This is an optimization exercise on Yosys and OpenROAD, whose aim is small area, a short achievable clock period and few clock cycles per item, not a production implementation.
No run shown here included a check of the RTL's function; only the layout flow was run.

## flow/design.v (module list and top-level ports; edited modules follow where they fit)
// module xtea_sx: 34 lines
// module xtea_pg1: 5 lines
// module xtea_e: 4 lines
// module xtea_pg2: 65 lines
// module xtea_q: 34 lines
// module xtea_sum: 34 lines
// module xtea_step: 13 lines
// module xtea_add: 39 lines
// module xtea_sadd: 40 lines
// module xtea_top: 78 lines
// module xtea_pfx_sklansky_p0_l1: 120 lines
// module xtea_pfx_sklansky_p0_l2: 117 lines
// module xtea_pfx_sklansky_p0_l3: 111 lines
// module xtea_pfx_sklansky_p0_l4: 99 lines
// module xtea_pfx_sklansky_p0_l5: 78 lines
// module xtea_pfx_sklansky_p0: 39 lines
// module xtea_pfx_bk_p1_l1: 120 lines
// module xtea_pfx_bk_p1_l2: 56 lines
// module xtea_pfx_bk_p1_l3: 24 lines
// module xtea_pfx_bk_p1_l4: 8 lines
// module xtea_pfx_bk_p1_l5: 8 lines
// module xtea_pfx_bk_p1_l6: 18 lines
// module xtea_pfx_bk_p1_l7: 38 lines
// module xtea_pfx_bk_p1_l8: 78 lines
// module xtea_pfx_bk_p1: 42 lines
// module xtea_pfx_bk_p0_l1: 120 lines
// module xtea_pfx_bk_p0_l2: 56 lines
// module xtea_pfx_bk_p0_l3: 24 lines
// module xtea_pfx_bk_p0_l4: 8 lines
// module xtea_pfx_bk_p0_l5: 8 lines
// module xtea_pfx_bk_p0_l6: 18 lines
// module xtea_pfx_bk_p0_l7: 38 lines
// module xtea_pfx_bk_p0_l8: 78 lines
// module xtea_pfx_bk_p0: 42 lines
module xtea_top(
    input clock, reset, cfg, start,
    input[127:0] data_i, key,
    output busy, ready,
    output[127:0] data_o
);
  // ...
==> flow/flow/run.sh <==
#!/bin/bash
# Standard layout, except that the port buffers are the smallest buffer and
# timing repair aims well below the clock period.
set -euo pipefail
export BUFFER_PORTS_ARGS="-buffer_cell sky130_fd_sc_hd__buf_1"
bash standard.sh SETUP_SLACK_MARGIN=6.5 finish > standard.log 2>&1
==> flow/standard.sh <==
#!/bin/bash
# synth_recipe.tcl (not shown) runs the flow's synth.tcl, then flattens the netlist and writes it again
# the make line also repeats each setting of config.mk as NAME=value (left out here)
make -C /OpenROAD-flow-scripts/flow DESIGN_CONFIG=/design/flow/config.mk WORK_HOME=/design/flow/orfs CLKGATE_MAP_FILE= SYNTH_SCRIPT=/design/flow/synth_recipe.tcl "${@:-finish}"
==> flow/config.mk <==
export PLATFORM = sky130hd
export DESIGN_NAME = xtea_top
export DESIGN_NICKNAME = xtea_top
export VERILOG_FILES = /design/flow/design.v
export SDC_FILE = /design/flow/constraint.sdc
export NUM_CORES = 4
export LEC_CHECK = 0
export CAP_MARGIN = 20
export CORE_MARGIN = 2
export CORE_UTILIZATION = 60
export CTS_CLUSTER_DIAMETER = 100
export CTS_CLUSTER_SIZE = 30
export SLEW_MARGIN = 20
export SYNTH_HIERARCHICAL = 1
==> flow/constraint.sdc <==
create_clock -name core_clock -period 10.0 [get_ports {clock}]
set_input_delay 2.0000 -clock core_clock [delete_from_list [all_inputs] [get_ports {clock}]]
set_output_delay 2.0000 -clock core_clock [all_outputs]
set_load 0.01 [all_outputs]
==> notes.md, run 1 <==
status=complete, no violations; Cell variety after synth=41; EDFF count, synth=157; combinational family with the most area after synthesis=XOR/XNOR gates; GRT met3 Usage=0.0268; worst clock skew=0.0320 ns; FF-to-FF End=b0[27]; Tcrit/Tclk final=0.345; Synth Warn #=7; Area contributors post-synth=edfxtp_1, dfxtp_1, xor2_1, buf_4, xnor2_1; CP arrival=3.87 ns; Crit path max-delay family=compound AO/OA/AOI/OAI gates; Post-CTS Hold Fix Bufs=0; asr flop ratio synth=0.0206; relative slew slack=0.355; TritonRoute pass-1 iters=5; post-route ant nets=0; largest net degree at the start of global routing=143; DR WL met3=2520 um; initial antenna violation count=1; fin area=25500 sq um; XOR/XNOR Fraction of Synth Area=0.153; H-tree levels=1; Synth Area in Compound Gates=0.139; Skew-Pair Late Insertion Delay=0.55 ns; most frequent cells in the layout=buf_1, nand2_1, xor2_1, inv_1, xnor2_1; Max Fclk=290 MHz; crit path buf inv count=6; gpl congestion=0.895; Area-dominant class=multi-input gates
==> run 2: changes to the inputs <==
==> flow/design.v (replaced) <==
module xtea_sx(input [31:0] b, output [31:0] s);
assign s[0] = b[5];
assign s[1] = b[6];
assign s[2] = b[7];
assign s[3] = b[8];
assign s[4] = b[0] ^ b[9];
assign s[5] = b[1] ^ b[10];
assign s[6] = b[2] ^ b[11];
assign s[7] = b[3] ^ b[12];
assign s[8] = b[4] ^ b[13];
assign s[9] = b[5] ^ b[14];
assign s[10] = b[6] ^ b[15];
assign s[11] = b[7] ^ b[16];
assign s[12] = b[8] ^ b[17];
assign s[13] = b[9] ^ b[18];
assign s[14] = b[10] ^ b[19];
assign s[15] = b[11] ^ b[20];
assign s[16] = b[12] ^ b[21];
assign s[17] = b[13] ^ b[22];
assign s[18] = b[14] ^ b[23];
assign s[19] = b[15] ^ b[24];
assign s[20] = b[16] ^ b[25];
assign s[21] = b[17] ^ b[26];
assign s[22] = b[18] ^ b[27];
assign s[23] = b[19] ^ b[28];
assign s[24] = b[20] ^ b[29];
assign s[25] = b[21] ^ b[30];
assign s[26] = b[22] ^ b[31];
assign s[27] = b[23];
assign s[28] = b[24];
assign s[29] = b[25];
assign s[30] = b[26];
assign s[31] = b[27];
endmodule
module xtea_pg1(input [31:0] s, b, input gfa, gfb, output [30:0] g, p, output p31);
assign g = s[30:0] & b[30:0] & {{15{gfb}}, {16{gfa}}};
assign p = s[30:0] ^ b[30:0];
assign p31 = s[31] ^ b[31];
endmodule
module xtea_e(input [31:0] a, k, input [30:0] p, input p31, go, output [31:0] e);
wire [31:0] hg = ({p31, p} ^ k) & {32{go}};
assign e = a ^ hg;
endmodule
module xtea_pg2(input [30:0] c, input [31:0] e, a, input cin, output [30:0] gn, pn, output p31);
assign pn[0] = ~e[0];
assign gn[0] = ~((a[0] & ~e[0]) | (e[0] & cin));
assign pn[1] = ~(e[1] ^ c[0]);
assign gn[1] = ~(a[1] & pn[1]);
assign pn[2] = e[2] ^ c[1];
assign gn[2] = ~(a[2] & pn[2]);
assign pn[3] = e[3] ^ c[2];
assign gn[3] = ~(a[3] & pn[3]);
assign pn[4] = ~(e[4] ^ c[3]);
assign gn[4] = ~(a[4] & pn[4]);
assign pn[5] = e[5] ^ c[4];
assign gn[5] = ~(a[5] & pn[5]);
assign pn[6] = ~(e[6] ^ c[5]);
assign gn[6] = ~(a[6] & pn[6]);
assign pn[7] = e[7] ^ c[6];
assign gn[7] = ~(a[7] & pn[7]);
assign pn[8] = e[8] ^ c[7];
assign gn[8] = ~(a[8] & pn[8]);
assign pn[9] = e[9] ^ c[8];
assign gn[9] = ~(a[9] & pn[9]);
assign pn[10] = ~(e[10] ^ c[9]);
assign gn[10] = ~(a[10] & pn[10]);
assign pn[11] = e[11] ^ c[10];
assign gn[11] = ~(a[11] & pn[11]);
assign pn[12] = e[12] ^ c[11];
assign gn[12] = ~(a[12] & pn[12]);
assign pn[13] = e[13] ^ c[12];
assign gn[13] = ~(a[13] & pn[13]);
assign pn[14] = ~(e[14] ^ c[13]);
assign gn[14] = ~(a[14] & pn[14]);
assign pn[15] = e[15] ^ c[14];
assign gn[15] = ~(a[15] & pn[15]);
assign pn[16] = ~(e[16] ^ c[15]);
assign gn[16] = ~(a[16] & pn[16]);
assign pn[17] = e[17] ^ c[16];
assign gn[17] = ~(a[17] & pn[17]);
assign pn[18] = ~(e[18] ^ c[17]);
assign gn[18] = ~(a[18] & pn[18]);
assign pn[19] = e[19] ^ c[18];
assign gn[19] = ~(a[19] & pn[19]);
assign pn[20] = e[20] ^ c[19];
assign gn[20] = ~(a[20] & pn[20]);
assign pn[21] = e[21] ^ c[20];
assign gn[21] = ~(a[21] & pn[21]);
assign pn[22] = ~(e[22] ^ c[21]);
assign gn[22] = ~(a[22] & pn[22]);
assign pn[23] = e[23] ^ c[22];
assign gn[23] = ~(a[23] & pn[23]);
assign pn[24] = ~(e[24] ^ c[23]);
assign gn[24] = ~(a[24] & pn[24]);
assign pn[25] = e[25] ^ c[24];
assign gn[25] = ~(a[25] & pn[25]);
assign pn[26] = ~(e[26] ^ c[25]);
assign gn[26] = ~(a[26] & pn[26]);
assign pn[27] = e[27] ^ c[26];
assign gn[27] = ~(a[27] & pn[27]);
assign pn[28] = e[28] ^ c[27];
assign gn[28] = ~(a[28] & pn[28]);
assign pn[29] = e[29] ^ c[28];
assign gn[29] = ~(a[29] & pn[29]);
assign pn[30] = ~(e[30] ^ c[29]);
assign gn[30] = ~(a[30] & pn[30]);
assign p31 = ~(e[31] ^ c[30]);
endmodule
module xtea_q(input [30:0] pn, input p31, input [31:0] d, input busy, output [31:0] q);
assign q[0] = busy ? ~pn[0] : d[0];
assign q[1] = busy ? ~pn[1] : d[1];
assign q[2] = busy ? ~pn[2] : d[2];
assign q[3] = busy ? ~pn[3] : d[3];
assign q[4] = busy ? ~pn[4] : d[4];
assign q[5] = busy ? ~pn[5] : d[5];
assign q[6] = busy ? ~pn[6] : d[6];
assign q[7] = busy ? ~pn[7] : d[7];
assign q[8] = busy ? ~pn[8] : d[8];
assign q[9] = busy ? ~pn[9] : d[9];
assign q[10] = busy ? ~pn[10] : d[10];
assign q[11] = busy ? ~pn[11] : d[11];
assign q[12] = busy ? ~pn[12] : d[12];
assign q[13] = busy ? ~pn[13] : d[13];
assign q[14] = busy ? ~pn[14] : d[14];
assign q[15] = busy ? ~pn[15] : d[15];
assign q[16] = busy ? ~pn[16] : d[16];
assign q[17] = busy ? ~pn[17] : d[17];
assign q[18] = busy ? ~pn[18] : d[18];
assign q[19] = busy ? ~pn[19] : d[19];
assign q[20] = busy ? ~pn[20] : d[20];
assign q[21] = busy ? ~pn[21] : d[21];
assign q[22] = busy ? ~pn[22] : d[22];
assign q[23] = busy ? ~pn[23] : d[23];
assign q[24] = busy ? ~pn[24] : d[24];
assign q[25] = busy ? ~pn[25] : d[25];
assign q[26] = busy ? ~pn[26] : d[26];
assign q[27] = busy ? ~pn[27] : d[27];
assign q[28] = busy ? ~pn[28] : d[28];
assign q[29] = busy ? ~pn[29] : d[29];
assign q[30] = busy ? ~pn[30] : d[30];
assign q[31] = busy ? p31 : d[31];
endmodule
module xtea_sum(input [31:0] q, input [30:0] C, input cin, output [31:0] n);
assign n[0] = q[0] ^ cin;
assign n[1] = ~(q[1] ^ C[0]);
assign n[2] = q[2] ^ C[1];
assign n[3] = q[3] ^ C[2];
assign n[4] = ~(q[4] ^ C[3]);
assign n[5] = q[5] ^ C[4];
assign n[6] = ~(q[6] ^ C[5]);
assign n[7] = ~(q[7] ^ C[6]);
assign n[8] = q[8] ^ C[7];
assign n[9] = q[9] ^ C[8];
assign n[10] = ~(q[10] ^ C[9]);
assign n[11] = ~(q[11] ^ C[10]);
assign n[12] = q[12] ^ C[11];
assign n[13] = ~(q[13] ^ C[12]);
assign n[14] = q[14] ^ C[13];
assign n[15] = q[15] ^ C[14];
assign n[16] = ~(q[16] ^ C[15]);
assign n[17] = q[17] ^ C[16];
assign n[18] = ~(q[18] ^ C[17]);
assign n[19] = ~(q[19] ^ C[18]);
assign n[20] = q[20] ^ C[19];
assign n[21] = ~(q[21] ^ C[20]);
assign n[22] = q[22] ^ C[21];
assign n[23] = q[23] ^ C[22];
assign n[24] = ~(q[24] ^ C[23]);
assign n[25] = ~(q[25] ^ C[24]);
assign n[26] = q[26] ^ C[25];
assign n[27] = q[27] ^ C[26];
assign n[28] = ~(q[28] ^ C[27]);
assign n[29] = q[29] ^ C[28];
assign n[30] = ~(q[30] ^ C[29]);
assign n[31] = ~(q[31] ^ C[30]);
endmodule
module xtea_step(input [31:0] a, b, k, d, input go, gfa, gfb, cin, busy, output [31:0] n);
wire [31:0] s, e, q;
wire [30:0] g1, p1, c, g2n, p2n, C;
wire p31, f31;
xtea_sx  SX  (.b(b), .s(s));
xtea_pg1 PG1 (.s(s), .b(b), .gfa(gfa), .gfb(gfb), .g(g1), .p(p1), .p31(f31));
xtea_pfx_bk_p0 PF (.g(g1), .p(p1), .G(c));
xtea_e   E   (.a(a), .k(k), .p(p1), .p31(f31), .go(go), .e(e));
xtea_pg2 PG2 (.c(c), .e(e), .a(a), .cin(cin), .gn(g2n), .pn(p2n), .p31(p31));
xtea_pfx_sklansky_p1 PS (.g(g2n), .p(p2n), .G(C));
xtea_q   Q   (.pn(p2n), .p31(p31), .d(d), .busy(busy), .q(q));
xtea_sum SUM (.q(q), .C(C), .cin(cin), .n(n));
endmodule
module xtea_add(input [31:0] x, y, input inv, output [31:0] r);
wire [31:0] h = x ^ y ^ {32{inv}};
wire [30:0] g = x[30:0] & y[30:0];
wire [30:0] p = x[30:0] ^ y[30:0];
wire [30:0] G;
xtea_pfx_bk_p0 PF (.g(g), .p(p), .G(G));
assign r[0] = h[0];
assign r[1] = h[1] ^ G[0];
assign r[2] = ~(h[2] ^ G[1]);
assign r[3] = ~(h[3] ^ G[2]);
assign r[4] = h[4] ^ G[3];
assign r[5] = ~(h[5] ^ G[4]);
assign r[6] = h[6] ^ G[5];
assign r[7] = ~(h[7] ^ G[6]);
assign r[8] = ~(h[8] ^ G[7]);
assign r[9] = ~(h[9] ^ G[8]);
assign r[10] = h[10] ^ G[9];
assign r[11] = ~(h[11] ^ G[10]);
assign r[12] = ~(h[12] ^ G[11]);
assign r[13] = ~(h[13] ^ G[12]);
assign r[14] = h[14] ^ G[13];
assign r[15] = ~(h[15] ^ G[14]);
assign r[16] = h[16] ^ G[15];
assign r[17] = ~(h[17] ^ G[16]);
assign r[18] = h[18] ^ G[17];
assign r[19] = ~(h[19] ^ G[18]);
assign r[20] = ~(h[20] ^ G[19]);
assign r[21] = ~(h[21] ^ G[20]);
assign r[22] = h[22] ^ G[21];
assign r[23] = ~(h[23] ^ G[22]);
assign r[24] = h[24] ^ G[23];
assign r[25] = ~(h[25] ^ G[24]);
assign r[26] = h[26] ^ G[25];
assign r[27] = ~(h[27] ^ G[26]);
assign r[28] = ~(h[28] ^ G[27]);
assign r[29] = ~(h[29] ^ G[28]);
assign r[30] = h[30] ^ G[29];
assign r[31] = ~(h[31] ^ G[30]);
endmodule
module xtea_sadd(input [31:0] x, input dec, output [31:0] r);
wire [31:0] y = dec ? 32'h61C88647 : 32'h9E3779B9;
wire [31:0] h = x ^ y;
wire [30:0] g = x[30:0] & y[30:0];
wire [30:0] p = x[30:0] ^ y[30:0];
wire [30:0] G;
xtea_pfx_bk_p0 PF (.g(g), .p(p), .G(G));
assign r[0] = h[0];
assign r[1] = h[1] ^ G[0];
assign r[2] = ~(h[2] ^ G[1]);
assign r[3] = ~(h[3] ^ G[2]);
assign r[4] = h[4] ^ G[3];
assign r[5] = ~(h[5] ^ G[4]);
assign r[6] = h[6] ^ G[5];
assign r[7] = ~(h[7] ^ G[6]);
assign r[8] = ~(h[8] ^ G[7]);
assign r[9] = ~(h[9] ^ G[8]);
assign r[10] = h[10] ^ G[9];
assign r[11] = ~(h[11] ^ G[10]);
assign r[12] = ~(h[12] ^ G[11]);
assign r[13] = ~(h[13] ^ G[12]);
assign r[14] = h[14] ^ G[13];
assign r[15] = ~(h[15] ^ G[14]);
assign r[16] = h[16] ^ G[15];
assign r[17] = ~(h[17] ^ G[16]);
assign r[18] = h[18] ^ G[17];
assign r[19] = ~(h[19] ^ G[18]);
assign r[20] = ~(h[20] ^ G[19]);
assign r[21] = ~(h[21] ^ G[20]);
assign r[22] = h[22] ^ G[21];
assign r[23] = ~(h[23] ^ G[22]);
assign r[24] = h[24] ^ G[23];
assign r[25] = ~(h[25] ^ G[24]);
assign r[26] = h[26] ^ G[25];
assign r[27] = ~(h[27] ^ G[26]);
assign r[28] = ~(h[28] ^ G[27]);
assign r[29] = ~(h[29] ^ G[28]);
assign r[30] = h[30] ^ G[29];
assign r[31] = ~(h[31] ^ G[30]);
endmodule
module xtea_top(
    input clock, reset, cfg, start,
    input[127:0] data_i, key,
    output busy, ready,
    output[127:0] data_o
);
localparam [31:0] DELTA = 32'h9E3779B9;
reg        busy_r, ready_r;
reg        dec;
reg        go;       
reg        gf0a, gf0b, gf1a, gf1b;
reg [6:0]  cnt;
reg [31:0] a0, b0, a1, b1;
reg [127:0] k;
reg [31:0] s;        
reg [31:0] skr;      
reg [3:0]  ksel;     
always @(posedge clock, posedge reset)
begin
    if(reset) begin
        busy_r  <= 1'b0;
        ready_r <= 1'b0;
        go      <= 1'b0;
        gf0a    <= 1'b0;
        gf0b    <= 1'b0;
        gf1a    <= 1'b0;
        gf1b    <= 1'b0;
    end
    else begin
        busy_r  <= busy_r ? !ready_r : start;
        ready_r <= busy_r && !ready_r && (cnt == 7'd64);
        go      <= busy_r ? !ready_r && !(!dec && cnt == 7'd63) : start && cfg;
        gf0a    <= busy_r ? !ready_r && !(!dec && cnt == 7'd63) && !cnt[6] : start && cfg;
        gf0b    <= busy_r ? !ready_r && !(!dec && cnt == 7'd63) && cnt != 7'd64 : start && cfg;
        gf1a    <= busy_r ? !(!dec && cnt == 7'd63) && !cnt[6] : start && cfg;
        gf1b    <= busy_r ? !(!dec && cnt == 7'd63) && cnt[6:1] != 6'd32 : start && cfg;
    end
end
assign busy  = busy_r;
assign ready = ready_r;
wire cin = dec & go;
wire [31:0] kx = (k[ 31: 0] & {32{ksel[0]}}) | (k[ 63:32] & {32{ksel[1]}}) |
                 (k[ 95:64] & {32{ksel[2]}}) | (k[127:96] & {32{ksel[3]}});
wire [31:0] sk_next;
xtea_add SKA (.x(s), .y(kx), .inv(dec), .r(sk_next));
wire        s_upd = cnt[0] ^ dec;
wire [31:0] s_add;
xtea_sadd SDA (.x(s), .dec(dec), .r(s_add));
wire [31:0] s_nx = s_upd ? s_add : s;
wire [1:0]  idx_next = cnt[0] ? s_nx[12:11] : s_nx[1:0];
wire [31:0] n0, n1;
xtea_step STEP0 (.a(a0), .b(b0), .k(skr), .d(data_i[ 63:32]), .go(go), .gfa(gf0a), .gfb(gf0b), .cin(cin), .busy(busy_r), .n(n0));
xtea_step STEP1 (.a(a1), .b(b1), .k(skr), .d(data_i[127:96]), .go(go), .gfa(gf1a), .gfb(gf1b), .cin(cin), .busy(busy_r), .n(n1));
always @(posedge clock)
begin
    b0 <= n0;
    b1 <= n1;
    if(!busy_r) begin
        a0   <= data_i[ 31: 0];
        a1   <= data_i[ 95:64];
        k    <= key;
        dec  <= !cfg;
        cnt  <= 7'd0;
        s    <= cfg ? DELTA : 32'hC6EF3720;
        skr  <= key[31:0];
        ksel <= cfg ? 4'b1000 : 4'b0100;
    end
    else begin
        a0   <= b0;
        a1   <= b1;
        cnt  <= cnt + 7'd1;
        skr  <= sk_next;
        s    <= s_nx;
        ksel <= 4'b0001 << idx_next;
    end
end
assign data_o = {a1, b1, a0, b0};
endmodule
module xtea_pfx_bk_p0_l1(
    input gh_1,
    input ph_1,
    input gl_1,
    output go_1,
    input gh_3,
    input ph_3,
    input gl_3,
    input pl_3,
    output go_3,
    output po_3,
    input gh_5,
    input ph_5,
    input gl_5,
    input pl_5,
    output go_5,
    output po_5,
    input gh_7,
    input ph_7,
    input gl_7,
    input pl_7,
    output go_7,
    output po_7,
    input gh_9,
    input ph_9,
    input gl_9,
    input pl_9,
    output go_9,
    output po_9,
    input gh_11,
    input ph_11,
    input gl_11,
    input pl_11,
    output go_11,
    output po_11,
    input gh_13,
    input ph_13,
    input gl_13,
    input pl_13,
    output go_13,
    output po_13,
    input gh_15,
    input ph_15,
    input gl_15,
    input pl_15,
    output go_15,
    output po_15,
    input gh_17,
    input ph_17,
    input gl_17,
    input pl_17,
    output go_17,
    output po_17,
    input gh_19,
    input ph_19,
    input gl_19,
    input pl_19,
    output go_19,
    output po_19,
    input gh_21,
    input ph_21,
    input gl_21,
    input pl_21,
    output go_21,
    output po_21,
    input gh_23,
    input ph_23,
    input gl_23,
    input pl_23,
    output go_23,
    output po_23,
    input gh_25,
    input ph_25,
    input gl_25,
    input pl_25,
    output go_25,
    output po_25,
    input gh_27,
    input ph_27,
    input gl_27,
    input pl_27,
    output go_27,
    output po_27,
    input gh_29,
    input ph_29,
    input gl_29,
    input pl_29,
    output go_29,
    output po_29
);
assign go_1 = ~(gh_1 | (ph_1 & gl_1));
assign go_3 = ~(gh_3 | (ph_3 & gl_3));
assign po_3 = ~(ph_3 & pl_3);
assign go_5 = ~(gh_5 | (ph_5 & gl_5));
assign po_5 = ~(ph_5 & pl_5);
assign go_7 = ~(gh_7 | (ph_7 & gl_7));
assign po_7 = ~(ph_7 & pl_7);
assign go_9 = ~(gh_9 | (ph_9 & gl_9));
assign po_9 = ~(ph_9 & pl_9);
assign go_11 = ~(gh_11 | (ph_11 & gl_11));
assign po_11 = ~(ph_11 & pl_11);
assign go_13 = ~(gh_13 | (ph_13 & gl_13));
assign po_13 = ~(ph_13 & pl_13);
assign go_15 = ~(gh_15 | (ph_15 & gl_15));
assign po_15 = ~(ph_15 & pl_15);
assign go_17 = ~(gh_17 | (ph_17 & gl_17));
assign po_17 = ~(ph_17 & pl_17);
assign go_19 = ~(gh_19 | (ph_19 & gl_19));
assign po_19 = ~(ph_19 & pl_19);
assign go_21 = ~(gh_21 | (ph_21 & gl_21));
assign po_21 = ~(ph_21 & pl_21);
assign go_23 = ~(gh_23 | (ph_23 & gl_23));
assign po_23 = ~(ph_23 & pl_23);
assign go_25 = ~(gh_25 | (ph_25 & gl_25));
assign po_25 = ~(ph_25 & pl_25);
assign go_27 = ~(gh_27 | (ph_27 & gl_27));
assign po_27 = ~(ph_27 & pl_27);
assign go_29 = ~(gh_29 | (ph_29 & gl_29));
assign po_29 = ~(ph_29 & pl_29);
endmodule
module xtea_pfx_bk_p0_l2(
    input gh_3,
    input ph_3,
    input gl_3,
    output go_3,
    input gh_7,
    input ph_7,
    input gl_7,
    input pl_7,
    output go_7,
    output po_7,
    input gh_11,
    input ph_11,
    input gl_11,
    input pl_11,
    output go_11,
    output po_11,
    input gh_15,
    input ph_15,
    input gl_15,
    input pl_15,
    output go_15,
    output po_15,
    input gh_19,
    input ph_19,
    input gl_19,
    input pl_19,
    output go_19,
    output po_19,
    input gh_23,
    input ph_23,
    input gl_23,
    input pl_23,
    output go_23,
    output po_23,
    input gh_27,
    input ph_27,
    input gl_27,
    input pl_27,
    output go_27,
    output po_27
);
assign go_3 = (~gh_3 | (~ph_3 & ~gl_3));
assign go_7 = (~gh_7 | (~ph_7 & ~gl_7));
assign po_7 = (~ph_7 & ~pl_7);
assign go_11 = (~gh_11 | (~ph_11 & ~gl_11));
assign po_11 = (~ph_11 & ~pl_11);
assign go_15 = (~gh_15 | (~ph_15 & ~gl_15));
assign po_15 = (~ph_15 & ~pl_15);
assign go_19 = (~gh_19 | (~ph_19 & ~gl_19));
assign po_19 = (~ph_19 & ~pl_19);
assign go_23 = (~gh_23 | (~ph_23 & ~gl_23));
assign po_23 = (~ph_23 & ~pl_23);
assign go_27 = (~gh_27 | (~ph_27 & ~gl_27));
assign po_27 = (~ph_27 & ~pl_27);
endmodule
module xtea_pfx_bk_p0_l3(
    input gh_7,
    input ph_7,
    input gl_7,
    output go_7,
    input gh_15,
    input ph_15,
    input gl_15,
    input pl_15,
    output go_15,
    output po_15,
    input gh_23,
    input ph_23,
    input gl_23,
    input pl_23,
    output go_23,
    output po_23
);
assign go_7 = ~(gh_7 | (ph_7 & gl_7));
assign go_15 = ~(gh_15 | (ph_15 & gl_15));
assign po_15 = ~(ph_15 & pl_15);
assign go_23 = ~(gh_23 | (ph_23 & gl_23));
assign po_23 = ~(ph_23 & pl_23);
endmodule
module xtea_pfx_bk_p0_l4(
    input gh_15,
    input ph_15,
    input gl_15,
    output go_15
);
assign go_15 = (~gh_15 | (~ph_15 & ~gl_15));
endmodule
module xtea_pfx_bk_p0_l5(
    input gh_23,
    input ph_23,
    input gl_23,
    output go_23
);
assign go_23 = (~gh_23 | (~ph_23 & gl_23));
endmodule
module xtea_pfx_bk_p0_l6(
    input gh_11,
    input ph_11,
    input gl_11,
    output go_11,
    input gh_19,
    input ph_19,
    input gl_19,
    output go_19,
    input gh_27,
    input ph_27,
    input gl_27,
    output go_27
);
assign go_11 = ~(gh_11 | (ph_11 & ~gl_11));
assign go_19 = ~(gh_19 | (ph_19 & gl_19));
assign go_27 = ~(gh_27 | (ph_27 & gl_27));
endmodule
module xtea_pfx_bk_p0_l7(
    input gh_5,
    input ph_5,
    input gl_5,
    output go_5,
    input gh_9,
    input ph_9,
    input gl_9,
    output go_9,
    input gh_13,
    input ph_13,
    input gl_13,
    output go_13,
    input gh_17,
    input ph_17,
    input gl_17,
    output go_17,
    input gh_21,
    input ph_21,
    input gl_21,
    output go_21,
    input gh_25,
    input ph_25,
    input gl_25,
    output go_25,
    input gh_29,
    input ph_29,
    input gl_29,
    output go_29
);
assign go_5 = (~gh_5 | (~ph_5 & gl_5));
assign go_9 = (~gh_9 | (~ph_9 & ~gl_9));
assign go_13 = (~gh_13 | (~ph_13 & ~gl_13));
assign go_17 = (~gh_17 | (~ph_17 & gl_17));
assign go_21 = (~gh_21 | (~ph_21 & ~gl_21));
assign go_25 = (~gh_25 | (~ph_25 & gl_25));
assign go_29 = (~gh_29 | (~ph_29 & ~gl_29));
endmodule
module xtea_pfx_bk_p0_l8(
    input gh_2,
    input ph_2,
    input gl_2,
    output go_2,
    input gh_4,
    input ph_4,
    input gl_4,
    output go_4,
    input gh_6,
    input ph_6,
    input gl_6,
    output go_6,
    input gh_8,
    input ph_8,
    input gl_8,
    output go_8,
    input gh_10,
    input ph_10,
    input gl_10,
    output go_10,
    input gh_12,
    input ph_12,
    input gl_12,
    output go_12,
    input gh_14,
    input ph_14,
    input gl_14,
    output go_14,
    input gh_16,
    input ph_16,
    input gl_16,
    output go_16,
    input gh_18,
    input ph_18,
    input gl_18,
    output go_18,
    input gh_20,
    input ph_20,
    input gl_20,
    output go_20,
    input gh_22,
    input ph_22,
    input gl_22,
    output go_22,
    input gh_24,
    input ph_24,
    input gl_24,
    output go_24,
    input gh_26,
    input ph_26,
    input gl_26,
    output go_26,
    input gh_28,
    input ph_28,
    input gl_28,
    output go_28,
    input gh_30,
    input ph_30,
    input gl_30,
    output go_30
);
assign go_2 = ~(gh_2 | (ph_2 & ~gl_2));
assign go_4 = ~(gh_4 | (ph_4 & gl_4));
assign go_6 = ~(gh_6 | (ph_6 & gl_6));
assign go_8 = ~(gh_8 | (ph_8 & ~gl_8));
assign go_10 = ~(gh_10 | (ph_10 & gl_10));
assign go_12 = ~(gh_12 | (ph_12 & ~gl_12));
assign go_14 = ~(gh_14 | (ph_14 & gl_14));
assign go_16 = ~(gh_16 | (ph_16 & gl_16));
assign go_18 = ~(gh_18 | (ph_18 & gl_18));
assign go_20 = ~(gh_20 | (ph_20 & ~gl_20));
assign go_22 = ~(gh_22 | (ph_22 & gl_22));
assign go_24 = ~(gh_24 | (ph_24 & gl_24));
assign go_26 = ~(gh_26 | (ph_26 & gl_26));
assign go_28 = ~(gh_28 | (ph_28 & ~gl_28));
assign go_30 = ~(gh_30 | (ph_30 & gl_30));
endmodule
module xtea_pfx_bk_p0(input [30:0] g, p, output [30:0] G);
wire G1_1, G1_3, G1_5, G1_7, G1_9, G1_11, G1_13, G1_15, G1_17, G1_19, G1_21, G1_23, G1_25, G1_27, G1_29, P1_3, P1_5, P1_7, P1_9, P1_11, P1_13, P1_15, P1_17, P1_19, P1_21, P1_23, P1_25, P1_27, P1_29, G2_3, G2_7, G2_11, G2_15, G2_19, G2_23, G2_27, P2_7, P2_11, P2_15, P2_19, P2_23, P2_27, G3_7, G3_15, G3_23, P3_15, P3_23, G4_15, G5_23, G6_11, G6_19, G6_27, G7_5, G7_9, G7_13, G7_17, G7_21, G7_25, G7_29, G8_2, G8_4, G8_6, G8_8, G8_10, G8_12, G8_14, G8_16, G8_18, G8_20, G8_22, G8_24, G8_26, G8_28, G8_30;
xtea_pfx_bk_p0_l1 L1 (.gh_1(g[1]), .ph_1(p[1]), .gl_1(g[0]), .go_1(G1_1), .gh_3(g[3]), .ph_3(p[3]), .gl_3(g[2]), .pl_3(p[2]), .go_3(G1_3), .po_3(P1_3), .gh_5(g[5]), .ph_5(p[5]), .gl_5(g[4]), .pl_5(p[4]), .go_5(G1_5), .po_5(P1_5), .gh_7(g[7]), .ph_7(p[7]), .gl_7(g[6]), .pl_7(p[6]), .go_7(G1_7), .po_7(P1_7), .gh_9(g[9]), .ph_9(p[9]), .gl_9(g[8]), .pl_9(p[8]), .go_9(G1_9), .po_9(P1_9), .gh_11(g[11]), .ph_11(p[11]), .gl_11(g[10]), .pl_11(p[10]), .go_11(G1_11), .po_11(P1_11), .gh_13(g[13]), .ph_13(p[13]), .gl_13(g[12]), .pl_13(p[12]), .go_13(G1_13), .po_13(P1_13), .gh_15(g[15]), .ph_15(p[15]), .gl_15(g[14]), .pl_15(p[14]), .go_15(G1_15), .po_15(P1_15), .gh_17(g[17]), .ph_17(p[17]), .gl_17(g[16]), .pl_17(p[16]), .go_17(G1_17), .po_17(P1_17), .gh_19(g[19]), .ph_19(p[19]), .gl_19(g[18]), .pl_19(p[18]), .go_19(G1_19), .po_19(P1_19), .gh_21(g[21]), .ph_21(p[21]), .gl_21(g[20]), .pl_21(p[20]), .go_21(G1_21), .po_21(P1_21), .gh_23(g[23]), .ph_23(p[23]), .gl_23(g[22]), .pl_23(p[22]), .go_23(G1_23), .po_23(P1_23), .gh_25(g[25]), .ph_25(p[25]), .gl_25(g[24]), .pl_25(p[24]), .go_25(G1_25), .po_25(P1_25), .gh_27(g[27]), .ph_27(p[27]), .gl_27(g[26]), .pl_27(p[26]), .go_27(G1_27), .po_27(P1_27), .gh_29(g[29]), .ph_29(p[29]), .gl_29(g[28]), .pl_29(p[28]), .go_29(G1_29), .po_29(P1_29));
xtea_pfx_bk_p0_l2 L2 (.gh_3(G1_3), .ph_3(P1_3), .gl_3(G1_1), .go_3(G2_3), .gh_7(G1_7), .ph_7(P1_7), .gl_7(G1_5), .pl_7(P1_5), .go_7(G2_7), .po_7(P2_7), .gh_11(G1_11), .ph_11(P1_11), .gl_11(G1_9), .pl_11(P1_9), .go_11(G2_11), .po_11(P2_11), .gh_15(G1_15), .ph_15(P1_15), .gl_15(G1_13), .pl_15(P1_13), .go_15(G2_15), .po_15(P2_15), .gh_19(G1_19), .ph_19(P1_19), .gl_19(G1_17), .pl_19(P1_17), .go_19(G2_19), .po_19(P2_19), .gh_23(G1_23), .ph_23(P1_23), .gl_23(G1_21), .pl_23(P1_21), .go_23(G2_23), .po_23(P2_23), .gh_27(G1_27), .ph_27(P1_27), .gl_27(G1_25), .pl_27(P1_25), .go_27(G2_27), .po_27(P2_27));
xtea_pfx_bk_p0_l3 L3 (.gh_7(G2_7), .ph_7(P2_7), .gl_7(G2_3), .go_7(G3_7), .gh_15(G2_15), .ph_15(P2_15), .gl_15(G2_11), .pl_15(P2_11), .go_15(G3_15), .po_15(P3_15), .gh_23(G2_23), .ph_23(P2_23), .gl_23(G2_19), .pl_23(P2_19), .go_23(G3_23), .po_23(P3_23));
xtea_pfx_bk_p0_l4 L4 (.gh_15(G3_15), .ph_15(P3_15), .gl_15(G3_7), .go_15(G4_15));
xtea_pfx_bk_p0_l5 L5 (.gh_23(G3_23), .ph_23(P3_23), .gl_23(G4_15), .go_23(G5_23));
xtea_pfx_bk_p0_l6 L6 (.gh_11(G2_11), .ph_11(P2_11), .gl_11(G3_7), .go_11(G6_11), .gh_19(G2_19), .ph_19(P2_19), .gl_19(G4_15), .go_19(G6_19), .gh_27(G2_27), .ph_27(P2_27), .gl_27(G5_23), .go_27(G6_27));
xtea_pfx_bk_p0_l7 L7 (.gh_5(G1_5), .ph_5(P1_5), .gl_5(G2_3), .go_5(G7_5), .gh_9(G1_9), .ph_9(P1_9), .gl_9(G3_7), .go_9(G7_9), .gh_13(G1_13), .ph_13(P1_13), .gl_13(G6_11), .go_13(G7_13), .gh_17(G1_17), .ph_17(P1_17), .gl_17(G4_15), .go_17(G7_17), .gh_21(G1_21), .ph_21(P1_21), .gl_21(G6_19), .go_21(G7_21), .gh_25(G1_25), .ph_25(P1_25), .gl_25(G5_23), .go_25(G7_25), .gh_29(G1_29), .ph_29(P1_29), .gl_29(G6_27), .go_29(G7_29));
xtea_pfx_bk_p0_l8 L8 (.gh_2(g[2]), .ph_2(p[2]), .gl_2(G1_1), .go_2(G8_2), .gh_4(g[4]), .ph_4(p[4]), .gl_4(G2_3), .go_4(G8_4), .gh_6(g[6]), .ph_6(p[6]), .gl_6(G7_5), .go_6(G8_6), .gh_8(g[8]), .ph_8(p[8]), .gl_8(G3_7), .go_8(G8_8), .gh_10(g[10]), .ph_10(p[10]), .gl_10(G7_9), .go_10(G8_10), .gh_12(g[12]), .ph_12(p[12]), .gl_12(G6_11), .go_12(G8_12), .gh_14(g[14]), .ph_14(p[14]), .gl_14(G7_13), .go_14(G8_14), .gh_16(g[16]), .ph_16(p[16]), .gl_16(G4_15), .go_16(G8_16), .gh_18(g[18]), .ph_18(p[18]), .gl_18(G7_17), .go_18(G8_18), .gh_20(g[20]), .ph_20(p[20]), .gl_20(G6_19), .go_20(G8_20), .gh_22(g[22]), .ph_22(p[22]), .gl_22(G7_21), .go_22(G8_22), .gh_24(g[24]), .ph_24(p[24]), .gl_24(G5_23), .go_24(G8_24), .gh_26(g[26]), .ph_26(p[26]), .gl_26(G7_25), .go_26(G8_26), .gh_28(g[28]), .ph_28(p[28]), .gl_28(G6_27), .go_28(G8_28), .gh_30(g[30]), .ph_30(p[30]), .gl_30(G7_29), .go_30(G8_30));
assign G[0] = g[0];
assign G[1] = G1_1;
assign G[2] = G8_2;
assign G[3] = G2_3;
assign G[4] = G8_4;
assign G[5] = G7_5;
assign G[6] = G8_6;
assign G[7] = G3_7;
assign G[8] = G8_8;
assign G[9] = G7_9;
assign G[10] = G8_10;
assign G[11] = G6_11;
assign G[12] = G8_12;
assign G[13] = G7_13;
assign G[14] = G8_14;
assign G[15] = G4_15;
assign G[16] = G8_16;
assign G[17] = G7_17;
assign G[18] = G8_18;
assign G[19] = G6_19;
assign G[20] = G8_20;
assign G[21] = G7_21;
assign G[22] = G8_22;
assign G[23] = G5_23;
assign G[24] = G8_24;
assign G[25] = G7_25;
assign G[26] = G8_26;
assign G[27] = G6_27;
assign G[28] = G8_28;
assign G[29] = G7_29;
assign G[30] = G8_30;
endmodule
module xtea_pfx_sklansky_p1_l1(
    input gh_1,
    input ph_1,
    input gl_1,
    output go_1,
    input gh_3,
    input ph_3,
    input gl_3,
    input pl_3,
    output go_3,
    output po_3,
    input gh_5,
    input ph_5,
    input gl_5,
    input pl_5,
    output go_5,
    output po_5,
    input gh_7,
    input ph_7,
    input gl_7,
    input pl_7,
    output go_7,
    output po_7,
    input gh_9,
    input ph_9,
    input gl_9,
    input pl_9,
    output go_9,
    output po_9,
    input gh_11,
    input ph_11,
    input gl_11,
    input pl_11,
    output go_11,
    output po_11,
    input gh_13,
    input ph_13,
    input gl_13,
    input pl_13,
    output go_13,
    output po_13,
    input gh_15,
    input ph_15,
    input gl_15,
    input pl_15,
    output go_15,
    output po_15,
    input gh_17,
    input ph_17,
    input gl_17,
    input pl_17,
    output go_17,
    output po_17,
    input gh_19,
    input ph_19,
    input gl_19,
    input pl_19,
    output go_19,
    output po_19,
    input gh_21,
    input ph_21,
    input gl_21,
    input pl_21,
    output go_21,
    output po_21,
    input gh_23,
    input ph_23,
    input gl_23,
    input pl_23,
    output go_23,
    output po_23,
    input gh_25,
    input ph_25,
    input gl_25,
    input pl_25,
    output go_25,
    output po_25,
    input gh_27,
    input ph_27,
    input gl_27,
    input pl_27,
    output go_27,
    output po_27,
    input gh_29,
    input ph_29,
    input gl_29,
    input pl_29,
    output go_29,
    output po_29
);
assign go_1 = (~gh_1 | (~ph_1 & ~gl_1));
assign go_3 = (~gh_3 | (~ph_3 & ~gl_3));
assign po_3 = (~ph_3 & ~pl_3);
assign go_5 = (~gh_5 | (~ph_5 & ~gl_5));
assign po_5 = (~ph_5 & ~pl_5);
assign go_7 = (~gh_7 | (~ph_7 & ~gl_7));
assign po_7 = (~ph_7 & ~pl_7);
assign go_9 = (~gh_9 | (~ph_9 & ~gl_9));
assign po_9 = (~ph_9 & ~pl_9);
assign go_11 = (~gh_11 | (~ph_11 & ~gl_11));
assign po_11 = (~ph_11 & ~pl_11);
assign go_13 = (~gh_13 | (~ph_13 & ~gl_13));
assign po_13 = (~ph_13 & ~pl_13);
assign go_15 = (~gh_15 | (~ph_15 & ~gl_15));
assign po_15 = (~ph_15 & ~pl_15);
assign go_17 = (~gh_17 | (~ph_17 & ~gl_17));
assign po_17 = (~ph_17 & ~pl_17);
assign go_19 = (~gh_19 | (~ph_19 & ~gl_19));
assign po_19 = (~ph_19 & ~pl_19);
assign go_21 = (~gh_21 | (~ph_21 & ~gl_21));
assign po_21 = (~ph_21 & ~pl_21);
assign go_23 = (~gh_23 | (~ph_23 & ~gl_23));
assign po_23 = (~ph_23 & ~pl_23);
assign go_25 = (~gh_25 | (~ph_25 & ~gl_25));
assign po_25 = (~ph_25 & ~pl_25);
assign go_27 = (~gh_27 | (~ph_27 & ~gl_27));
assign po_27 = (~ph_27 & ~pl_27);
assign go_29 = (~gh_29 | (~ph_29 & ~gl_29));
assign po_29 = (~ph_29 & ~pl_29);
endmodule
module xtea_pfx_sklansky_p1_l2(
    input gh_2,
    input ph_2,
    input gl_2,
    output go_2,
    input gh_3,
    input ph_3,
    input gl_3,
    output go_3,
    input gh_6,
    input ph_6,
    input gl_6,
    input pl_6,
    output go_6,
    output po_6,
    input gh_7,
    input ph_7,
    input gl_7,
    input pl_7,
    output go_7,
    output po_7,
    input gh_10,
    input ph_10,
    input gl_10,
    input pl_10,
    output go_10,
    output po_10,
    input gh_11,
    input ph_11,
    input gl_11,
    input pl_11,
    output go_11,
    output po_11,
    input gh_14,
    input ph_14,
    input gl_14,
    input pl_14,
    output go_14,
    output po_14,
    input gh_15,
    input ph_15,
    input gl_15,
    input pl_15,
    output go_15,
    output po_15,
    input gh_18,
    input ph_18,
    input gl_18,
    input pl_18,
    output go_18,
    output po_18,
    input gh_19,
    input ph_19,
    input gl_19,
    input pl_19,
    output go_19,
    output po_19,
    input gh_22,
    input ph_22,
    input gl_22,
    input pl_22,
    output go_22,
    output po_22,
    input gh_23,
    input ph_23,
    input gl_23,
    input pl_23,
    output go_23,
    output po_23,
    input gh_26,
    input ph_26,
    input gl_26,
    input pl_26,
    output go_26,
    output po_26,
    input gh_27,
    input ph_27,
    input gl_27,
    input pl_27,
    output go_27,
    output po_27,
    input gh_30,
    input ph_30,
    input gl_30,
    input pl_30,
    output go_30,
    output po_30
);
assign go_2 = (~gh_2 | (~ph_2 & gl_2));
assign go_3 = ~(gh_3 | (ph_3 & gl_3));
assign go_6 = (~gh_6 | (~ph_6 & gl_6));
assign po_6 = (~ph_6 & pl_6);
assign go_7 = ~(gh_7 | (ph_7 & gl_7));
assign po_7 = ~(ph_7 & pl_7);
assign go_10 = (~gh_10 | (~ph_10 & gl_10));
assign po_10 = (~ph_10 & pl_10);
assign go_11 = ~(gh_11 | (ph_11 & gl_11));
assign po_11 = ~(ph_11 & pl_11);
assign go_14 = (~gh_14 | (~ph_14 & gl_14));
assign po_14 = (~ph_14 & pl_14);
assign go_15 = ~(gh_15 | (ph_15 & gl_15));
assign po_15 = ~(ph_15 & pl_15);
assign go_18 = (~gh_18 | (~ph_18 & gl_18));
assign po_18 = (~ph_18 & pl_18);
assign go_19 = ~(gh_19 | (ph_19 & gl_19));
assign po_19 = ~(ph_19 & pl_19);
assign go_22 = (~gh_22 | (~ph_22 & gl_22));
assign po_22 = (~ph_22 & pl_22);
assign go_23 = ~(gh_23 | (ph_23 & gl_23));
assign po_23 = ~(ph_23 & pl_23);
assign go_26 = (~gh_26 | (~ph_26 & gl_26));
assign po_26 = (~ph_26 & pl_26);
assign go_27 = ~(gh_27 | (ph_27 & gl_27));
assign po_27 = ~(ph_27 & pl_27);
assign go_30 = (~gh_30 | (~ph_30 & gl_30));
assign po_30 = (~ph_30 & pl_30);
endmodule
module xtea_pfx_sklansky_p1_l3(
    input gh_4,
    input ph_4,
    input gl_4,
    output go_4,
    input gh_5,
    input ph_5,
    input gl_5,
    output go_5,
    input gh_6,
    input ph_6,
    input gl_6,
    output go_6,
    input gh_7,
    input ph_7,
    input gl_7,
    output go_7,
    input gh_12,
    input ph_12,
    input gl_12,
    input pl_12,
    output go_12,
    output po_12,
    input gh_13,
    input ph_13,
    input gl_13,
    input pl_13,
    output go_13,
    output po_13,
    input gh_14,
    input ph_14,
    input gl_14,
    input pl_14,
    output go_14,
    output po_14,
    input gh_15,
    input ph_15,
    input gl_15,
    input pl_15,
    output go_15,
    output po_15,
    input gh_20,
    input ph_20,
    input gl_20,
    input pl_20,
    output go_20,
    output po_20,
    input gh_21,
    input ph_21,
    input gl_21,
    input pl_21,
    output go_21,
    output po_21,
    input gh_22,
    input ph_22,
    input gl_22,
    input pl_22,
    output go_22,
    output po_22,
    input gh_23,
    input ph_23,
    input gl_23,
    input pl_23,
    output go_23,
    output po_23,
    input gh_28,
    input ph_28,
    input gl_28,
    input pl_28,
    output go_28,
    output po_28,
    input gh_29,
    input ph_29,
    input gl_29,
    input pl_29,
    output go_29,
    output po_29,
    input gh_30,
    input ph_30,
    input gl_30,
    input pl_30,
    output go_30,
    output po_30
);
assign go_4 = (~gh_4 | (~ph_4 & ~gl_4));
assign go_5 = ~(gh_5 | (ph_5 & ~gl_5));
assign go_6 = ~(gh_6 | (ph_6 & ~gl_6));
assign go_7 = (~gh_7 | (~ph_7 & ~gl_7));
assign go_12 = (~gh_12 | (~ph_12 & ~gl_12));
assign po_12 = (~ph_12 & ~pl_12);
assign go_13 = ~(gh_13 | (ph_13 & ~gl_13));
assign po_13 = ~(ph_13 & ~pl_13);
assign go_14 = ~(gh_14 | (ph_14 & ~gl_14));
assign po_14 = ~(ph_14 & ~pl_14);
assign go_15 = (~gh_15 | (~ph_15 & ~gl_15));
assign po_15 = (~ph_15 & ~pl_15);
assign go_20 = (~gh_20 | (~ph_20 & ~gl_20));
assign po_20 = (~ph_20 & ~pl_20);
assign go_21 = ~(gh_21 | (ph_21 & ~gl_21));
assign po_21 = ~(ph_21 & ~pl_21);
assign go_22 = ~(gh_22 | (ph_22 & ~gl_22));
assign po_22 = ~(ph_22 & ~pl_22);
assign go_23 = (~gh_23 | (~ph_23 & ~gl_23));
assign po_23 = (~ph_23 & ~pl_23);
assign go_28 = (~gh_28 | (~ph_28 & ~gl_28));
assign po_28 = (~ph_28 & ~pl_28);
assign go_29 = ~(gh_29 | (ph_29 & ~gl_29));
assign po_29 = ~(ph_29 & ~pl_29);
assign go_30 = ~(gh_30 | (ph_30 & ~gl_30));
assign po_30 = ~(ph_30 & ~pl_30);
endmodule
module xtea_pfx_sklansky_p1_l4(
    input gh_8,
    input ph_8,
    input gl_8,
    output go_8,
    input gh_9,
    input ph_9,
    input gl_9,
    output go_9,
    input gh_10,
    input ph_10,
    input gl_10,
    output go_10,
    input gh_11,
    input ph_11,
    input gl_11,
    output go_11,
    input gh_12,
    input ph_12,
    input gl_12,
    output go_12,
    input gh_13,
    input ph_13,
    input gl_13,
    output go_13,
    input gh_14,
    input ph_14,
    input gl_14,
    output go_14,
    input gh_15,
    input ph_15,
    input gl_15,
    output go_15,
    input gh_24,
    input ph_24,
    input gl_24,
    input pl_24,
    output go_24,
    output po_24,
    input gh_25,
    input ph_25,
    input gl_25,
    input pl_25,
    output go_25,
    output po_25,
    input gh_26,
    input ph_26,
    input gl_26,
    input pl_26,
    output go_26,
    output po_26,
    input gh_27,
    input ph_27,
    input gl_27,
    input pl_27,
    output go_27,
    output po_27,
    input gh_28,
    input ph_28,
    input gl_28,
    input pl_28,
    output go_28,
    output po_28,
    input gh_29,
    input ph_29,
    input gl_29,
    input pl_29,
    output go_29,
    output po_29,
    input gh_30,
    input ph_30,
    input gl_30,
    input pl_30,
    output go_30,
    output po_30
);
assign go_8 = (~gh_8 | (~ph_8 & gl_8));
assign go_9 = ~(gh_9 | (ph_9 & gl_9));
assign go_10 = ~(gh_10 | (ph_10 & gl_10));
assign go_11 = (~gh_11 | (~ph_11 & gl_11));
assign go_12 = ~(gh_12 | (ph_12 & gl_12));
assign go_13 = (~gh_13 | (~ph_13 & gl_13));
assign go_14 = (~gh_14 | (~ph_14 & gl_14));
assign go_15 = ~(gh_15 | (ph_15 & gl_15));
assign go_24 = (~gh_24 | (~ph_24 & gl_24));
assign po_24 = (~ph_24 & pl_24);
assign go_25 = ~(gh_25 | (ph_25 & gl_25));
assign po_25 = ~(ph_25 & pl_25);
assign go_26 = ~(gh_26 | (ph_26 & gl_26));
assign po_26 = ~(ph_26 & pl_26);
assign go_27 = (~gh_27 | (~ph_27 & gl_27));
assign po_27 = (~ph_27 & pl_27);
assign go_28 = ~(gh_28 | (ph_28 & gl_28));
assign po_28 = ~(ph_28 & pl_28);
assign go_29 = (~gh_29 | (~ph_29 & gl_29));
assign po_29 = (~ph_29 & pl_29);
assign go_30 = (~gh_30 | (~ph_30 & gl_30));
assign po_30 = (~ph_30 & pl_30);
endmodule
module xtea_pfx_sklansky_p1_l5(
    input gh_16,
    input ph_16,
    input gl_16,
    output go_16,
    input gh_17,
    input ph_17,
    input gl_17,
    output go_17,
    input gh_18,
    input ph_18,
    input gl_18,
    output go_18,
    input gh_19,
    input ph_19,
    input gl_19,
    output go_19,
    input gh_20,
    input ph_20,
    input gl_20,
    output go_20,
    input gh_21,
    input ph_21,
    input gl_21,
    output go_21,
    input gh_22,
    input ph_22,
    input gl_22,
    output go_22,
    input gh_23,
    input ph_23,
    input gl_23,
    output go_23,
    input gh_24,
    input ph_24,
    input gl_24,
    output go_24,
    input gh_25,
    input ph_25,
    input gl_25,
    output go_25,
    input gh_26,
    input ph_26,
    input gl_26,
    output go_26,
    input gh_27,
    input ph_27,
    input gl_27,
    output go_27,
    input gh_28,
    input ph_28,
    input gl_28,
    output go_28,
    input gh_29,
    input ph_29,
    input gl_29,
    output go_29,
    input gh_30,
    input ph_30,
    input gl_30,
    output go_30
);
assign go_16 = (~gh_16 | (~ph_16 & ~gl_16));
assign go_17 = ~(gh_17 | (ph_17 & ~gl_17));
assign go_18 = ~(gh_18 | (ph_18 & ~gl_18));
assign go_19 = (~gh_19 | (~ph_19 & ~gl_19));
assign go_20 = ~(gh_20 | (ph_20 & ~gl_20));
assign go_21 = (~gh_21 | (~ph_21 & ~gl_21));
assign go_22 = (~gh_22 | (~ph_22 & ~gl_22));
assign go_23 = ~(gh_23 | (ph_23 & ~gl_23));
assign go_24 = ~(gh_24 | (ph_24 & ~gl_24));
assign go_25 = (~gh_25 | (~ph_25 & ~gl_25));
assign go_26 = (~gh_26 | (~ph_26 & ~gl_26));
assign go_27 = ~(gh_27 | (ph_27 & ~gl_27));
assign go_28 = (~gh_28 | (~ph_28 & ~gl_28));
assign go_29 = ~(gh_29 | (ph_29 & ~gl_29));
assign go_30 = ~(gh_30 | (ph_30 & ~gl_30));
endmodule
module xtea_pfx_sklansky_p1(input [30:0] g, p, output [30:0] G);
wire G1_1, G1_3, G1_5, G1_7, G1_9, G1_11, G1_13, G1_15, G1_17, G1_19, G1_21, G1_23, G1_25, G1_27, G1_29, P1_3, P1_5, P1_7, P1_9, P1_11, P1_13, P1_15, P1_17, P1_19, P1_21, P1_23, P1_25, P1_27, P1_29, G2_2, G2_3, G2_6, G2_7, G2_10, G2_11, G2_14, G2_15, G2_18, G2_19, G2_22, G2_23, G2_26, G2_27, G2_30, P2_6, P2_7, P2_10, P2_11, P2_14, P2_15, P2_18, P2_19, P2_22, P2_23, P2_26, P2_27, P2_30, G3_4, G3_5, G3_6, G3_7, G3_12, G3_13, G3_14, G3_15, G3_20, G3_21, G3_22, G3_23, G3_28, G3_29, G3_30, P3_12, P3_13, P3_14, P3_15, P3_20, P3_21, P3_22, P3_23, P3_28, P3_29, P3_30, G4_8, G4_9, G4_10, G4_11, G4_12, G4_13, G4_14, G4_15, G4_24, G4_25, G4_26, G4_27, G4_28, G4_29, G4_30, P4_24, P4_25, P4_26, P4_27, P4_28, P4_29, P4_30, G5_16, G5_17, G5_18, G5_19, G5_20, G5_21, G5_22, G5_23, G5_24, G5_25, G5_26, G5_27, G5_28, G5_29, G5_30;
xtea_pfx_sklansky_p1_l1 L1 (.gh_1(g[1]), .ph_1(p[1]), .gl_1(g[0]), .go_1(G1_1), .gh_3(g[3]), .ph_3(p[3]), .gl_3(g[2]), .pl_3(p[2]), .go_3(G1_3), .po_3(P1_3), .gh_5(g[5]), .ph_5(p[5]), .gl_5(g[4]), .pl_5(p[4]), .go_5(G1_5), .po_5(P1_5), .gh_7(g[7]), .ph_7(p[7]), .gl_7(g[6]), .pl_7(p[6]), .go_7(G1_7), .po_7(P1_7), .gh_9(g[9]), .ph_9(p[9]), .gl_9(g[8]), .pl_9(p[8]), .go_9(G1_9), .po_9(P1_9), .gh_11(g[11]), .ph_11(p[11]), .gl_11(g[10]), .pl_11(p[10]), .go_11(G1_11), .po_11(P1_11), .gh_13(g[13]), .ph_13(p[13]), .gl_13(g[12]), .pl_13(p[12]), .go_13(G1_13), .po_13(P1_13), .gh_15(g[15]), .ph_15(p[15]), .gl_15(g[14]), .pl_15(p[14]), .go_15(G1_15), .po_15(P1_15), .gh_17(g[17]), .ph_17(p[17]), .gl_17(g[16]), .pl_17(p[16]), .go_17(G1_17), .po_17(P1_17), .gh_19(g[19]), .ph_19(p[19]), .gl_19(g[18]), .pl_19(p[18]), .go_19(G1_19), .po_19(P1_19), .gh_21(g[21]), .ph_21(p[21]), .gl_21(g[20]), .pl_21(p[20]), .go_21(G1_21), .po_21(P1_21), .gh_23(g[23]), .ph_23(p[23]), .gl_23(g[22]), .pl_23(p[22]), .go_23(G1_23), .po_23(P1_23), .gh_25(g[25]), .ph_25(p[25]), .gl_25(g[24]), .pl_25(p[24]), .go_25(G1_25), .po_25(P1_25), .gh_27(g[27]), .ph_27(p[27]), .gl_27(g[26]), .pl_27(p[26]), .go_27(G1_27), .po_27(P1_27), .gh_29(g[29]), .ph_29(p[29]), .gl_29(g[28]), .pl_29(p[28]), .go_29(G1_29), .po_29(P1_29));
xtea_pfx_sklansky_p1_l2 L2 (.gh_2(g[2]), .ph_2(p[2]), .gl_2(G1_1), .go_2(G2_2), .gh_3(G1_3), .ph_3(P1_3), .gl_3(G1_1), .go_3(G2_3), .gh_6(g[6]), .ph_6(p[6]), .gl_6(G1_5), .pl_6(P1_5), .go_6(G2_6), .po_6(P2_6), .gh_7(G1_7), .ph_7(P1_7), .gl_7(G1_5), .pl_7(P1_5), .go_7(G2_7), .po_7(P2_7), .gh_10(g[10]), .ph_10(p[10]), .gl_10(G1_9), .pl_10(P1_9), .go_10(G2_10), .po_10(P2_10), .gh_11(G1_11), .ph_11(P1_11), .gl_11(G1_9), .pl_11(P1_9), .go_11(G2_11), .po_11(P2_11), .gh_14(g[14]), .ph_14(p[14]), .gl_14(G1_13), .pl_14(P1_13), .go_14(G2_14), .po_14(P2_14), .gh_15(G1_15), .ph_15(P1_15), .gl_15(G1_13), .pl_15(P1_13), .go_15(G2_15), .po_15(P2_15), .gh_18(g[18]), .ph_18(p[18]), .gl_18(G1_17), .pl_18(P1_17), .go_18(G2_18), .po_18(P2_18), .gh_19(G1_19), .ph_19(P1_19), .gl_19(G1_17), .pl_19(P1_17), .go_19(G2_19), .po_19(P2_19), .gh_22(g[22]), .ph_22(p[22]), .gl_22(G1_21), .pl_22(P1_21), .go_22(G2_22), .po_22(P2_22), .gh_23(G1_23), .ph_23(P1_23), .gl_23(G1_21), .pl_23(P1_21), .go_23(G2_23), .po_23(P2_23), .gh_26(g[26]), .ph_26(p[26]), .gl_26(G1_25), .pl_26(P1_25), .go_26(G2_26), .po_26(P2_26), .gh_27(G1_27), .ph_27(P1_27), .gl_27(G1_25), .pl_27(P1_25), .go_27(G2_27), .po_27(P2_27), .gh_30(g[30]), .ph_30(p[30]), .gl_30(G1_29), .pl_30(P1_29), .go_30(G2_30), .po_30(P2_30));
xtea_pfx_sklansky_p1_l3 L3 (.gh_4(g[4]), .ph_4(p[4]), .gl_4(G2_3), .go_4(G3_4), .gh_5(G1_5), .ph_5(P1_5), .gl_5(G2_3), .go_5(G3_5), .gh_6(G2_6), .ph_6(P2_6), .gl_6(G2_3), .go_6(G3_6), .gh_7(G2_7), .ph_7(P2_7), .gl_7(G2_3), .go_7(G3_7), .gh_12(g[12]), .ph_12(p[12]), .gl_12(G2_11), .pl_12(P2_11), .go_12(G3_12), .po_12(P3_12), .gh_13(G1_13), .ph_13(P1_13), .gl_13(G2_11), .pl_13(P2_11), .go_13(G3_13), .po_13(P3_13), .gh_14(G2_14), .ph_14(P2_14), .gl_14(G2_11), .pl_14(P2_11), .go_14(G3_14), .po_14(P3_14), .gh_15(G2_15), .ph_15(P2_15), .gl_15(G2_11), .pl_15(P2_11), .go_15(G3_15), .po_15(P3_15), .gh_20(g[20]), .ph_20(p[20]), .gl_20(G2_19), .pl_20(P2_19), .go_20(G3_20), .po_20(P3_20), .gh_21(G1_21), .ph_21(P1_21), .gl_21(G2_19), .pl_21(P2_19), .go_21(G3_21), .po_21(P3_21), .gh_22(G2_22), .ph_22(P2_22), .gl_22(G2_19), .pl_22(P2_19), .go_22(G3_22), .po_22(P3_22), .gh_23(G2_23), .ph_23(P2_23), .gl_23(G2_19), .pl_23(P2_19), .go_23(G3_23), .po_23(P3_23), .gh_28(g[28]), .ph_28(p[28]), .gl_28(G2_27), .pl_28(P2_27), .go_28(G3_28), .po_28(P3_28), .gh_29(G1_29), .ph_29(P1_29), .gl_29(G2_27), .pl_29(P2_27), .go_29(G3_29), .po_29(P3_29), .gh_30(G2_30), .ph_30(P2_30), .gl_30(G2_27), .pl_30(P2_27), .go_30(G3_30), .po_30(P3_30));
xtea_pfx_sklansky_p1_l4 L4 (.gh_8(g[8]), .ph_8(p[8]), .gl_8(G3_7), .go_8(G4_8), .gh_9(G1_9), .ph_9(P1_9), .gl_9(G3_7), .go_9(G4_9), .gh_10(G2_10), .ph_10(P2_10), .gl_10(G3_7), .go_10(G4_10), .gh_11(G2_11), .ph_11(P2_11), .gl_11(G3_7), .go_11(G4_11), .gh_12(G3_12), .ph_12(P3_12), .gl_12(G3_7), .go_12(G4_12), .gh_13(G3_13), .ph_13(P3_13), .gl_13(G3_7), .go_13(G4_13), .gh_14(G3_14), .ph_14(P3_14), .gl_14(G3_7), .go_14(G4_14), .gh_15(G3_15), .ph_15(P3_15), .gl_15(G3_7), .go_15(G4_15), .gh_24(g[24]), .ph_24(p[24]), .gl_24(G3_23), .pl_24(P3_23), .go_24(G4_24), .po_24(P4_24), .gh_25(G1_25), .ph_25(P1_25), .gl_25(G3_23), .pl_25(P3_23), .go_25(G4_25), .po_25(P4_25), .gh_26(G2_26), .ph_26(P2_26), .gl_26(G3_23), .pl_26(P3_23), .go_26(G4_26), .po_26(P4_26), .gh_27(G2_27), .ph_27(P2_27), .gl_27(G3_23), .pl_27(P3_23), .go_27(G4_27), .po_27(P4_27), .gh_28(G3_28), .ph_28(P3_28), .gl_28(G3_23), .pl_28(P3_23), .go_28(G4_28), .po_28(P4_28), .gh_29(G3_29), .ph_29(P3_29), .gl_29(G3_23), .pl_29(P3_23), .go_29(G4_29), .po_29(P4_29), .gh_30(G3_30), .ph_30(P3_30), .gl_30(G3_23), .pl_30(P3_23), .go_30(G4_30), .po_30(P4_30));
xtea_pfx_sklansky_p1_l5 L5 (.gh_16(g[16]), .ph_16(p[16]), .gl_16(G4_15), .go_16(G5_16), .gh_17(G1_17), .ph_17(P1_17), .gl_17(G4_15), .go_17(G5_17), .gh_18(G2_18), .ph_18(P2_18), .gl_18(G4_15), .go_18(G5_18), .gh_19(G2_19), .ph_19(P2_19), .gl_19(G4_15), .go_19(G5_19), .gh_20(G3_20), .ph_20(P3_20), .gl_20(G4_15), .go_20(G5_20), .gh_21(G3_21), .ph_21(P3_21), .gl_21(G4_15), .go_21(G5_21), .gh_22(G3_22), .ph_22(P3_22), .gl_22(G4_15), .go_22(G5_22), .gh_23(G3_23), .ph_23(P3_23), .gl_23(G4_15), .go_23(G5_23), .gh_24(G4_24), .ph_24(P4_24), .gl_24(G4_15), .go_24(G5_24), .gh_25(G4_25), .ph_25(P4_25), .gl_25(G4_15), .go_25(G5_25), .gh_26(G4_26), .ph_26(P4_26), .gl_26(G4_15), .go_26(G5_26), .gh_27(G4_27), .ph_27(P4_27), .gl_27(G4_15), .go_27(G5_27), .gh_28(G4_28), .ph_28(P4_28), .gl_28(G4_15), .go_28(G5_28), .gh_29(G4_29), .ph_29(P4_29), .gl_29(G4_15), .go_29(G5_29), .gh_30(G4_30), .ph_30(P4_30), .gl_30(G4_15), .go_30(G5_30));
assign G[0] = g[0];
assign G[1] = G1_1;
assign G[2] = G2_2;
assign G[3] = G2_3;
assign G[4] = G3_4;
assign G[5] = G3_5;
assign G[6] = G3_6;
assign G[7] = G3_7;
assign G[8] = G4_8;
assign G[9] = G4_9;
assign G[10] = G4_10;
assign G[11] = G4_11;
assign G[12] = G4_12;
assign G[13] = G4_13;
assign G[14] = G4_14;
assign G[15] = G4_15;
assign G[16] = G5_16;
assign G[17] = G5_17;
assign G[18] = G5_18;
assign G[19] = G5_19;
assign G[20] = G5_20;
assign G[21] = G5_21;
assign G[22] = G5_22;
assign G[23] = G5_23;
assign G[24] = G5_24;
assign G[25] = G5_25;
assign G[26] = G5_26;
assign G[27] = G5_27;
assign G[28] = G5_28;
assign G[29] = G5_29;
assign G[30] = G5_30;
endmodule
==> notes.md, run 2 <==
GR Util All Layers=0.267 (was 0.275); status=complete, no violations (unchanged); Post-CTS Hold Fix Bufs=0 (unchanged); initial core utilization=0.611 (was 0.612); FF-to-FF End=b0[29] (was b0[27]); Max Fclk=293 MHz (was 290 MHz); Cell variety after synth=41 (unchanged); GRT Residual Overflow=0 (unchanged); reg2reg path depth=18 (was 21); Final HPWL DP=42100 um (was 42300 um); Skew-Pair Late Insertion Delay=0.56 ns (was 0.55 ns); Tcrit/Tclk final=0.342 (was 0.345); chip height=200 um (was 201 um); gpl congestion=0.900 (was 0.895); EDFF count, synth=157 (unchanged); largest net degree at the start of global routing=129 (was 143); Area contributors post-synth=edfxtp_1, dfxtp_1, xor2_1, xnor2_1, buf_4 (was edfxtp_1, dfxtp_1, xor2_1, buf_4, xnor2_1); H-tree levels=1 (unchanged); CP startpoint kind=flip-flop (unchanged); worst clock skew=0.0350 ns (was 0.0320 ns); asr flop ratio synth=0.0206 (unchanged); relative slew slack=0.289 (was 0.355); Worst-path clk slew=0.12 ns (was 0.11 ns); TritonRoute pass-1 iters=5 (unchanged); initial antenna violation count=2 (was 1); post-route ant nets=0 (unchanged); flops & latches, synth=339 (unchanged); most frequent cells in the layout=buf_1, nand2_1, xor2_1, xnor2_1, inv_1 (was buf_1, nand2_1, xor2_1, inv_1, xnor2_1); CP arrival=3.85 ns (was 3.87 ns); Residual DRC=0 (unchanged); kind of end point of the critical path=flip-flop (unchanged)
## run 2: cell count changes after synthesis, moves of 8 or more
cell      before  now
a21oi_1       44   62
o21ai_1      112  120
a21oi_2      154  146
nand2b_1      23   13
nor2b_1       14   24
o21ai_2       52   34
## run 2: how the worst max path moves through the flow
stage,from,endpoint,slack [ns],cells after the start
global placement,gf1a,b1[30],5.90,15
global route,b0[10],b0[22],6.43,17
CTS,b0[17],b0[30],6.50,19
finish,b0[7],b0[29],6.58,18
detailed placement,gf1a,b1[30],5.80,15
floorplan,dec,s[31],6.52,15
## run 2: layout make-up
type	instances	area [sq um]	area share
Multi-Input combinational cell	1594	13000	0.506
Antenna cell	4	10.0	0.000390
Tap cell	511	639	0.0249
Sequential cell	339	8510	0.332
Clock inverter	7	88.8	0.00346
Clock buffer	22	444	0.0173
Inverter	177	673	0.0263
Timing Repair Buffer	485	2310	0.0901
## run 2: kinds of logic (layout without fill, tap and decap cells)
logic type | count (synthesis) | in the layout | share of synthesized area
compound gates | 449 | 449 | 0.136
mux | 168 | 168 | 0.0793
simple gates | 451 | 451 | 0.0862
xor+xnor | 401 | 401 | 0.154
other cells | 0 | 4 | 0
buf+inv | 436 | 691 | 0.114
fa+ha+maj | 125 | 125 | 0.0678
flops | 339 | 339 | 0.364
## run 2: critical path, cell delays in order (launching register included)
cell     delay, ns
dfxtp_4       0.41
xor2_2        0.15
ha_1          0.35
buf_4         0.16
a21oi_2       0.17
o21ai_4       0.10
a21oi_2       0.19
o21ai_4       0.12
a21oi_4       0.21
o21ai_2       0.12
a21oi_2       0.20
xor2_2        0.25
nor2_2        0.10
a21oi_2       0.19
o21ai_4       0.09
buf_12        0.15
a21oi_2       0.10
o21ai_1       0.09
xor2_1        0.16
## run 2: per-module statistics from Yosys (local to each module, per instance), excerpt
module,area (sq um),flops+latches
xtea_top,10800,339
xtea_add,1020,0
xtea_pg1,609,0
xtea_sum,280,0
xtea_pfx_sklansky_p1_l2,198,0
xtea_pfx_sklansky_p1_l3,191,0
xtea_pfx_sklansky_p1_l5,135,0
xtea_pfx_bk_p0_l3,30.0,0
xtea_pfx_bk_p0_l6,22.5,0
xtea_pfx_bk_p0_l5,12.5,0
## run 2: what timing repair did
item                                    in CTS  in global routing
resized for setup                           67                188
endpoints found under the setup margin      70                 36
gates cloned                                 0                  2
pin swaps                                    8                 87
hold endpoints to repair                     0                  0
setup buffers                               15                 68
## run 2: per-stage QoR
stage | cell area, sq um | instances | hold slack (ns) | utilization
after floorplan | 23100 | 2369 | 0.471 | -
after global placement | 23400 | 3021 | 0.494 | 0.619
after detailed placement | 23400 | 3021 | 0.520 | 0.619
after CTS | 24300 | 3065 | 0.538 | 0.643
after global routing | 25600 | 3137 | 0.573 | 0.679
final | 25600 | 3139 | 0.540 | 0.679
## run 2: routing by layer
layer | wire [um] | share of wire | GRT usage
met1 | 25200 | 0.44 | 0.363
met2 | 27500 | 0.48 | 0.451
met3 | 3040 | 0.053 | 0.0267
met4 | 1370 | 0.024 | 0.0831
met5 | 0 | 0 | 0

## re-timing with driven ports
The results above use ideal ports. As a check the final layouts listed here were re-extracted and re-timed, cells and wires unchanged. Step 1 sets driving cells, clkbuf_16 on the clock port and buf_2 on the other inputs (assumed; they add their load-dependent delay and slew). Step 2 also shifts input and output timing later by t, the mid clock arrival at the registers, as if the neighbouring blocks saw the same clock. Slacks: no drivers / after step 1 / after step 2; pairs: no drivers / after step 1.
| run | t, ns | setup slack, ns | hold WS [ns] | worst register clock-pin slew, ns | cell pins on the clock port's net |
|---|---|---|---|---|---|
| run 1 | 0.595 | 6.552 / 6.522 / 6.319 | 0.522 / 0.522 / 0.522 | 0.12 / 0.12 | 1 |
| run 2 | 0.599 | 6.584 / 6.584 / 6.341 | 0.540 / 0.540 / 0.540 | 0.12 / 0.12 | 1 |
After both steps every run listed still meets setup and hold. The setup slack of run 2, which loses most, moves by 0.000 ns with the drivers and by -0.243 ns with both steps.
